This is an optimization exercise on Yosys and OpenROAD, whose aim is small area and a short achievable clock period, not a production implementation. Function was checked by simulation only, so behaviour that the tests miss may differ from the original.

==> inputs of job 6954 <==
==> flow/design.v (excerpt) <==
module SymbolsCounter
#(
    parameter S_WIDTH = 8
)(
    input clock,
    input reset,
    input start,
    input mode,
    input end_flag,
    input [S_WIDTH-1:0] symbol_in,
    output reg [7:0] count_array,
    output reg [S_WIDTH-1:0] symbol_out,
    output ready_out
);
localparam S1 = 2'd0, S2 = 2'd1, S3 = 2'd2, S4 = 2'd3;
reg [1:0] state;
reg ready;
reg reset_d;
reg [7:0] alphabet_counter;
reg [7:0] result_counter;
reg [7:0] output_counter;
wire [7:0] oc_inc = output_counter + 8'd1;
reg pw;                    
reg pt;                    
reg pr;                    
reg [S_WIDTH-1:0] cmd_sym;
reg [S_WIDTH-1:0] cmd_sym_s3;
reg [S_WIDTH-1:0] wsym;      
wire [S_WIDTH-1:0] sym_mem [0:255];
wire [7:0] cnt_mem [0:255];
reg [15:0] oc_1h10;
reg [3:0] oc_1h2, oc_1h3;
reg [S_WIDTH-1:0] rd_sym;
reg [7:0] rd_cnt;
reg [S_WIDTH-1:0] blk_sym [0:15];
reg [7:0] blk_cnt [0:15];
reg [S_WIDTH-1:0] q_sym [0:3];
reg [7:0] q_cnt [0:3];
reg [S_WIDTH-1:0] rd_q_sym [0:3];
reg [7:0] rd_q_cnt [0:3];
reg [S_WIDTH-1:0] mux_sym;
reg [7:0] mux_cnt;
integer m, n;
always @*
begin
    for (m = 0; m < 16; m = m + 1)
    begin
        blk_sym[m] = {S_WIDTH{1'b0}};
        blk_cnt[m] = 8'd0;
        for (n = 0; n < 16; n = n + 1)
        begin
  ...
export LEC_CHECK = 0
export CAP_MARGIN = 35
export CORE_MARGIN = 2
export CORE_UTILIZATION = 60
export PLACE_DENSITY = 0.7
export SETUP_SLACK_MARGIN = 5
export SLEW_MARGIN = 35
create_clock -name core_clock -period 10.0 [get_ports {clock}]
standard.sh (not shown) runs the stock make flow with config.mk's settings and CLKGATE_MAP_FILE= SYNTH_SCRIPT=/design/flow/synth_recipe.tcl, a recipe that flattens the netlist after the stock synthesis.
==> flow/flow/run.sh <==
#!/bin/bash
# Own flow: the standard layout (standard.sh, standard synthesis unchanged),
# with a setup-repair target of 6.8 ns slack at the design's 10 ns clock,
# clock-tree synthesis with fixed sink clusters and no dummy loads, and the
# ports placed together in the middle of the bottom edge (flow/io.tcl).
# The make output goes to standard_make.log; each tool's log is under orfs/logs.
set -euo pipefail
here=$(pwd)
bash standard.sh SETUP_SLACK_MARGIN=6.8 \
  "CTS_ARGS=-sink_clustering_enable -repair_clock_nets -sink_clustering_size 20 -sink_clustering_max_diameter 80 -dont_use_dummy_load" \
  "IO_CONSTRAINTS=$here/flow/io.tcl" \
  finish > standard_make.log 2>&1
==> flow/flow/io.tcl <==
# All signal ports together in the middle of the bottom edge.
set die [ord::get_die_area]
set w [expr {[lindex $die 2] - [lindex $die 0]}]
set lo [expr {int($w * 0.42)}]
set hi [expr {int($w * 0.58)}]
set_io_pin_constraint -region bottom:$lo-$hi -pin_names [get_ports *]
==> job 8021 (differences from job 6954) <==
--- a/flow/design.v
+++ b/flow/design.v
@@ -456,35 +456,34 @@
             output_counter <= 8'd0;
         end
     end
 end
 assign ready_out = ready;
-reg [15:0] rc_gt_hi, rc_eq_hi, rc_gt_lo, ac_eq_hi, ac_eq_lo;
-wire [15:0] tv_gt_hi, tv_eq_hi, we_hi;
+reg [15:0] rc_gt_hi, rc_eq_hi, rc_gt_lo;
+wire [15:0] tv_gt_hi, tv_eq_hi, we_hi, we_lo;
 genvar h;
 generate for (h = 0; h < 16; h = h + 1)
     begin: nib
     always @(posedge clock)
     begin
         rc_gt_hi[h] <= (result_counter[7:4] > h);
         rc_eq_hi[h] <= (result_counter[7:4] == h);
         rc_gt_lo[h] <= (result_counter[3:0] > h);
-        ac_eq_hi[h] <= (alphabet_counter[7:4] == h);
-        ac_eq_lo[h] <= (alphabet_counter[3:0] == h);
     end
     assign tv_gt_hi[h] = pt && rc_gt_hi[h];
     assign tv_eq_hi[h] = pt && rc_eq_hi[h];
-    assign we_hi[h] = pw && ac_eq_hi[h];
+    assign we_hi[h] = pw && (alphabet_counter[7:4] == h);
+    assign we_lo[h] = (alphabet_counter[3:0] == h);
     end
 endgenerate
 genvar j;
 generate for (j = 0; j < 256; j = j + 1)
     begin: entry
     SingleCount #(.S_WIDTH(S_WIDTH)) e (
         .clock(clock),
         .reset(reset_d),
-        .we(we_hi[j / 16] && ac_eq_lo[j % 16]),
+        .we(we_hi[j / 16] && we_lo[j % 16]),
         .tv(tv_gt_hi[j / 16] || (tv_eq_hi[j / 16] && rc_gt_lo[j % 16])),
         .wsym(wsym),
         .csym(j < 128 ? cmd_sym : cmd_sym_s3),
         .sym(sym_mem[j]),
         .cnt(cnt_mem[j])
==> flow/flow/run.sh (replaced) <==
#!/bin/bash
# Own flow: the standard layout (standard.sh, standard synthesis unchanged),
# with a setup-repair target of 6.5 ns slack at the design's 10 ns clock,
# clock-tree synthesis with fixed sink clusters and no dummy loads, and the
# ports placed together in the middle of the bottom edge (flow/io.tcl).
# The make output goes to standard_make.log; each tool's log is under orfs/logs.
set -euo pipefail
here=$(pwd)
bash standard.sh SETUP_SLACK_MARGIN=6.5 \
  "CTS_ARGS=-sink_clustering_enable -repair_clock_nets -sink_clustering_size 20 -sink_clustering_max_diameter 80 -dont_use_dummy_load" \
  "IO_CONSTRAINTS=$here/flow/io.tcl" \
  finish > standard_make.log 2>&1
==> job 1184 (differences from job 6954) <==
--- a/flow/design.v
+++ b/flow/design.v
@@ -44,69 +44,42 @@
 reg [7:0] output_counter;
 wire [7:0] oc_inc = output_counter + 8'd1;
 reg pw;                    
 reg pt;                    
 reg pr;                    
-reg [S_WIDTH-1:0] cmd_sym;
-reg [S_WIDTH-1:0] cmd_sym_s3;
+reg [S_WIDTH-1:0] cmd_sym;   
 reg [S_WIDTH-1:0] wsym;      
 wire [S_WIDTH-1:0] sym_mem [0:255];
 wire [7:0] cnt_mem [0:255];
-reg [15:0] oc_1h10;
-reg [3:0] oc_1h2, oc_1h3;
+reg [3:0] oc_1h0, oc_1h1, oc_1h2, oc_1h3;
 reg [S_WIDTH-1:0] rd_sym;
 reg [7:0] rd_cnt;
-reg [S_WIDTH-1:0] blk_sym [0:15];
-reg [7:0] blk_cnt [0:15];
-reg [S_WIDTH-1:0] q_sym [0:3];
-reg [7:0] q_cnt [0:3];
-reg [S_WIDTH-1:0] rd_q_sym [0:3];
-reg [7:0] rd_q_cnt [0:3];
+wire [255:0] ent_sel;
+genvar g;
+generate for (g = 0; g < 256; g = g + 1)
+    begin: esel
+    assign ent_sel[g] = oc_1h0[g % 4] & oc_1h1[(g / 4) % 4] & oc_1h2[(g / 16) % 4] & oc_1h3[g / 64];
+    end
+endgenerate
 reg [S_WIDTH-1:0] mux_sym;
 reg [7:0] mux_cnt;
-integer m, n;
+integer m;
 always @*
 begin
-    for (m = 0; m < 16; m = m + 1)
-    begin
-        blk_sym[m] = {S_WIDTH{1'b0}};
-        blk_cnt[m] = 8'd0;
-        for (n = 0; n < 16; n = n + 1)
-        begin
-            blk_sym[m] = blk_sym[m] | ({S_WIDTH{oc_1h10[n]}} & sym_mem[16 * m + n]);
-            blk_cnt[m] = blk_cnt[m] | ({8{oc_1h10[n]}} & cnt_mem[16 * m + n]);
-        end
-    end
-    for (m = 0; m < 4; m = m + 1)
-    begin
-        q_sym[m] = {S_WIDTH{1'b0}};
-        q_cnt[m] = 8'd0;
-        for (n = 0; n < 4; n = n + 1)
-        begin
-            q_sym[m] = q_sym[m] | ({S_WIDTH{oc_1h2[n]}} & blk_sym[4 * m + n]);
-            q_cnt[m] = q_cnt[m] | ({8{oc_1h2[n]}} & blk_cnt[4 * m + n]);
-        end
-    end
     mux_sym = {S_WIDTH{1'b0}};
     mux_cnt = 8'd0;
-    for (m = 0; m < 4; m = m + 1)
+    for (m = 0; m < 256; m = m + 1)
     begin
-        mux_sym = mux_sym | ({S_WIDTH{oc_1h3[m]}} & rd_q_sym[m]);
-        mux_cnt = mux_cnt | ({8{oc_1h3[m]}} & rd_q_cnt[m]);
+        mux_sym = mux_sym | ({S_WIDTH{ent_sel[m]}} & sym_mem[m]);
+        mux_cnt = mux_cnt | ({8{ent_sel[m]}} & cnt_mem[m]);
     end
 end
 always @(posedge clock)
 begin
-    for (m = 0; m < 4; m = m + 1)
-    begin
-        rd_q_sym[m] <= q_sym[m];
-        rd_q_cnt[m] <= q_cnt[m];
-    end
     rd_sym <= mux_sym;
     rd_cnt <= mux_cnt;
     cmd_sym <= symbol_in;
-    if (state == S3) cmd_sym_s3 <= symbol_in;
     wsym <= reset ? {S_WIDTH{1'b0}} : symbol_in;
     reset_d <= reset;
 end
 reg [7:0] cnt_dec;
 always @*
@@ -373,23 +346,26 @@
 end
 always @(posedge clock)
 begin
     if (reset == 1'b1)
     begin
-        oc_1h10 <= 16'd0;
+        oc_1h0 <= 4'b0000;
+        oc_1h1 <= 4'b0000;
         oc_1h2 <= 4'b0000;
         oc_1h3 <= 4'b0000;
     end
     else if (reset_d == 1'b1 || (pr && result_counter == 8'd0))
     begin
-        oc_1h10 <= 16'd1;
+        oc_1h0 <= 4'b0001;
+        oc_1h1 <= 4'b0001;
         oc_1h2 <= 4'b0001;
         oc_1h3 <= 4'b0001;
     end
     else if (pr)
     begin
-        oc_1h10 <= 16'd1 << oc_inc[3:0];
+        oc_1h0 <= 4'b0001 << oc_inc[1:0];
+        oc_1h1 <= 4'b0001 << oc_inc[3:2];
         oc_1h2 <= 4'b0001 << oc_inc[5:4];
         oc_1h3 <= 4'b0001 << oc_inc[7:6];
     end
 end
 always @(posedge clock)
@@ -456,38 +432,31 @@
             output_counter <= 8'd0;
         end
     end
 end
 assign ready_out = ready;
-reg [15:0] rc_gt_hi, rc_eq_hi, rc_gt_lo, ac_eq_hi, ac_eq_lo;
-wire [15:0] tv_gt_hi, tv_eq_hi, we_hi;
+wire [15:0] tv_gt_hi, tv_eq_hi, gt_lo, we_hi, we_lo;
 genvar h;
 generate for (h = 0; h < 16; h = h + 1)
     begin: nib
-    always @(posedge clock)
-    begin
-        rc_gt_hi[h] <= (result_counter[7:4] > h);
-        rc_eq_hi[h] <= (result_counter[7:4] == h);
-        rc_gt_lo[h] <= (result_counter[3:0] > h);
-        ac_eq_hi[h] <= (alphabet_counter[7:4] == h);
-        ac_eq_lo[h] <= (alphabet_counter[3:0] == h);
-    end
-    assign tv_gt_hi[h] = pt && rc_gt_hi[h];
-    assign tv_eq_hi[h] = pt && rc_eq_hi[h];
-    assign we_hi[h] = pw && ac_eq_hi[h];
+    assign tv_gt_hi[h] = pt && (result_counter[7:4] > h);
+    assign tv_eq_hi[h] = pt && (result_counter[7:4] == h);
+    assign gt_lo[h] = (result_counter[3:0] > h);
+    assign we_hi[h] = pw && (alphabet_counter[7:4] == h);
+    assign we_lo[h] = (alphabet_counter[3:0] == h);
     end
 endgenerate
 genvar j;
 generate for (j = 0; j < 256; j = j + 1)
     begin: entry
     SingleCount #(.S_WIDTH(S_WIDTH)) e (
         .clock(clock),
         .reset(reset_d),
-        .we(we_hi[j / 16] && ac_eq_lo[j % 16]),
-        .tv(tv_gt_hi[j / 16] || (tv_eq_hi[j / 16] && rc_gt_lo[j % 16])),
+        .we(we_hi[j / 16] && we_lo[j % 16]),
+        .tv(tv_gt_hi[j / 16] || (tv_eq_hi[j / 16] && gt_lo[j % 16])),
         .wsym(wsym),
-        .csym(j < 128 ? cmd_sym : cmd_sym_s3),
+        .csym(cmd_sym),
         .sym(sym_mem[j]),
         .cnt(cnt_mem[j])
     );
     end
 endgenerate
==> flow/flow/run.sh (replaced) <==
#!/bin/bash
# Own flow: the standard layout (standard.sh, standard synthesis unchanged),
# with a setup-repair target of 6.5 ns slack at the design's 10 ns clock and
# clock-tree synthesis with fixed sink clusters and no dummy loads.
# The make output goes to standard_make.log; each tool's log is under orfs/logs.
set -euo pipefail
bash standard.sh SETUP_SLACK_MARGIN=6.5 \
  "CTS_ARGS=-sink_clustering_enable -repair_clock_nets -sink_clustering_size 30 -sink_clustering_max_diameter 80 -dont_use_dummy_load" \
  finish > standard_make.log 2>&1
- CORE_UTILIZATION: 60 -> 55
- PLACE_DENSITY: 0.7 -> 0.65
removed: flow/flow/io.tcl
==> flow_metrics.tcl <==
set metrics [dict create \
    synth_cells 15500 \
    die_y_um 604 \
    synth_area_leaders "edfxtp_1, xor2_1, nor2_1" \
    grt_pass1_wl_mm 2330 \
    placed_cells 19800 \
    haltStage "5_1_grt" \
    status "did not finish" \
    error "[ERROR GRT-0116] Global routing finished with congestion. Check the congestion regions in the DRC Viewer." \
    syn_nets 15600 \
    cts_setup_buffers 33 \
    use_met3_pct 82.2 \
    grt-ovfl-total 30200 \
    synthAdderAreaFrac_pct 0.221 \
]
The numbers above come from job 1184.

==> flow_metrics.tcl <==
set metrics [dict create \
    synth_top_family_by_area "compound AO/OA/AOI/OAI gates" \
    syn_nets 15600 \
    cts_setup_buffers 4 \
    status "complete, no violations" \
    crit_path_end_kind "flip-flop" \
    synth_cells 15600 \
    cp_top_family "compound AO/OA/AOI/OAI gates" \
    placed_cells 19200 \
    synthAdderAreaFrac_pct 0.227 \
    use_met3_pct 11.3 \
    synth_area_leaders "edfxtp_1, xnor2_1, nor2_1" \
    grt_pass1_wl_mm 999 \
]
The numbers above come from job 8021.

==> flow_metrics.tcl <==
set metrics [dict create \
    placed_cells 19000 \
    die_y_um 582 \
    seq_area_frac_synth_pct 63.9 \
    dpl.hpwl_mm 454 \
    status "complete, no violations" \
    syn_nets 15700 \
    grt-ovfl-total 0 \
    synth_cells 15700 \
    synth_area_leaders "edfxtp_1, xor2_1, nor2_1" \
    hold_depth 2 \
    multiInputGateArea_um2 67100 \
    grt_pass1_wl_mm 1000 \
    synthAdderAreaFrac_pct 0.231 \
    cts_setup_buffers 12 \
    use_met3_pct 13.0 \
]
The numbers above come from job 6954.

==> what the ideal ports hide <==
The results above use ideal ports. As a check the final layouts listed here were re-extracted and re-timed, cells and wires unchanged.
Step 1, drivers: a clkbuf_16 drives clock and a buf_2 each remaining input, both assumed.
Step 2 also shifts input and output timing later by t, the mid clock arrival at the registers, as if the neighbouring blocks saw the same clock.
a / b / c = no drivers / after step 1 / after step 2; a / b = the first two.
| run | t, ns | setup slack, ns | hold slack, ns |
|---|---|---|---|
| job 6954 | 1.075 | 6.485 / 6.395 / 5.995 | 0.435 / 0.435 / 0.435 |
| job 8021 | 1.059 | 6.271 / 6.271 / 6.013 | 0.442 / 0.442 / 0.442 |
After both steps every run listed still meets setup and hold. The setup slack of job 6954, which loses most, moves by -0.090 ns with the drivers and by -0.490 ns with both steps.
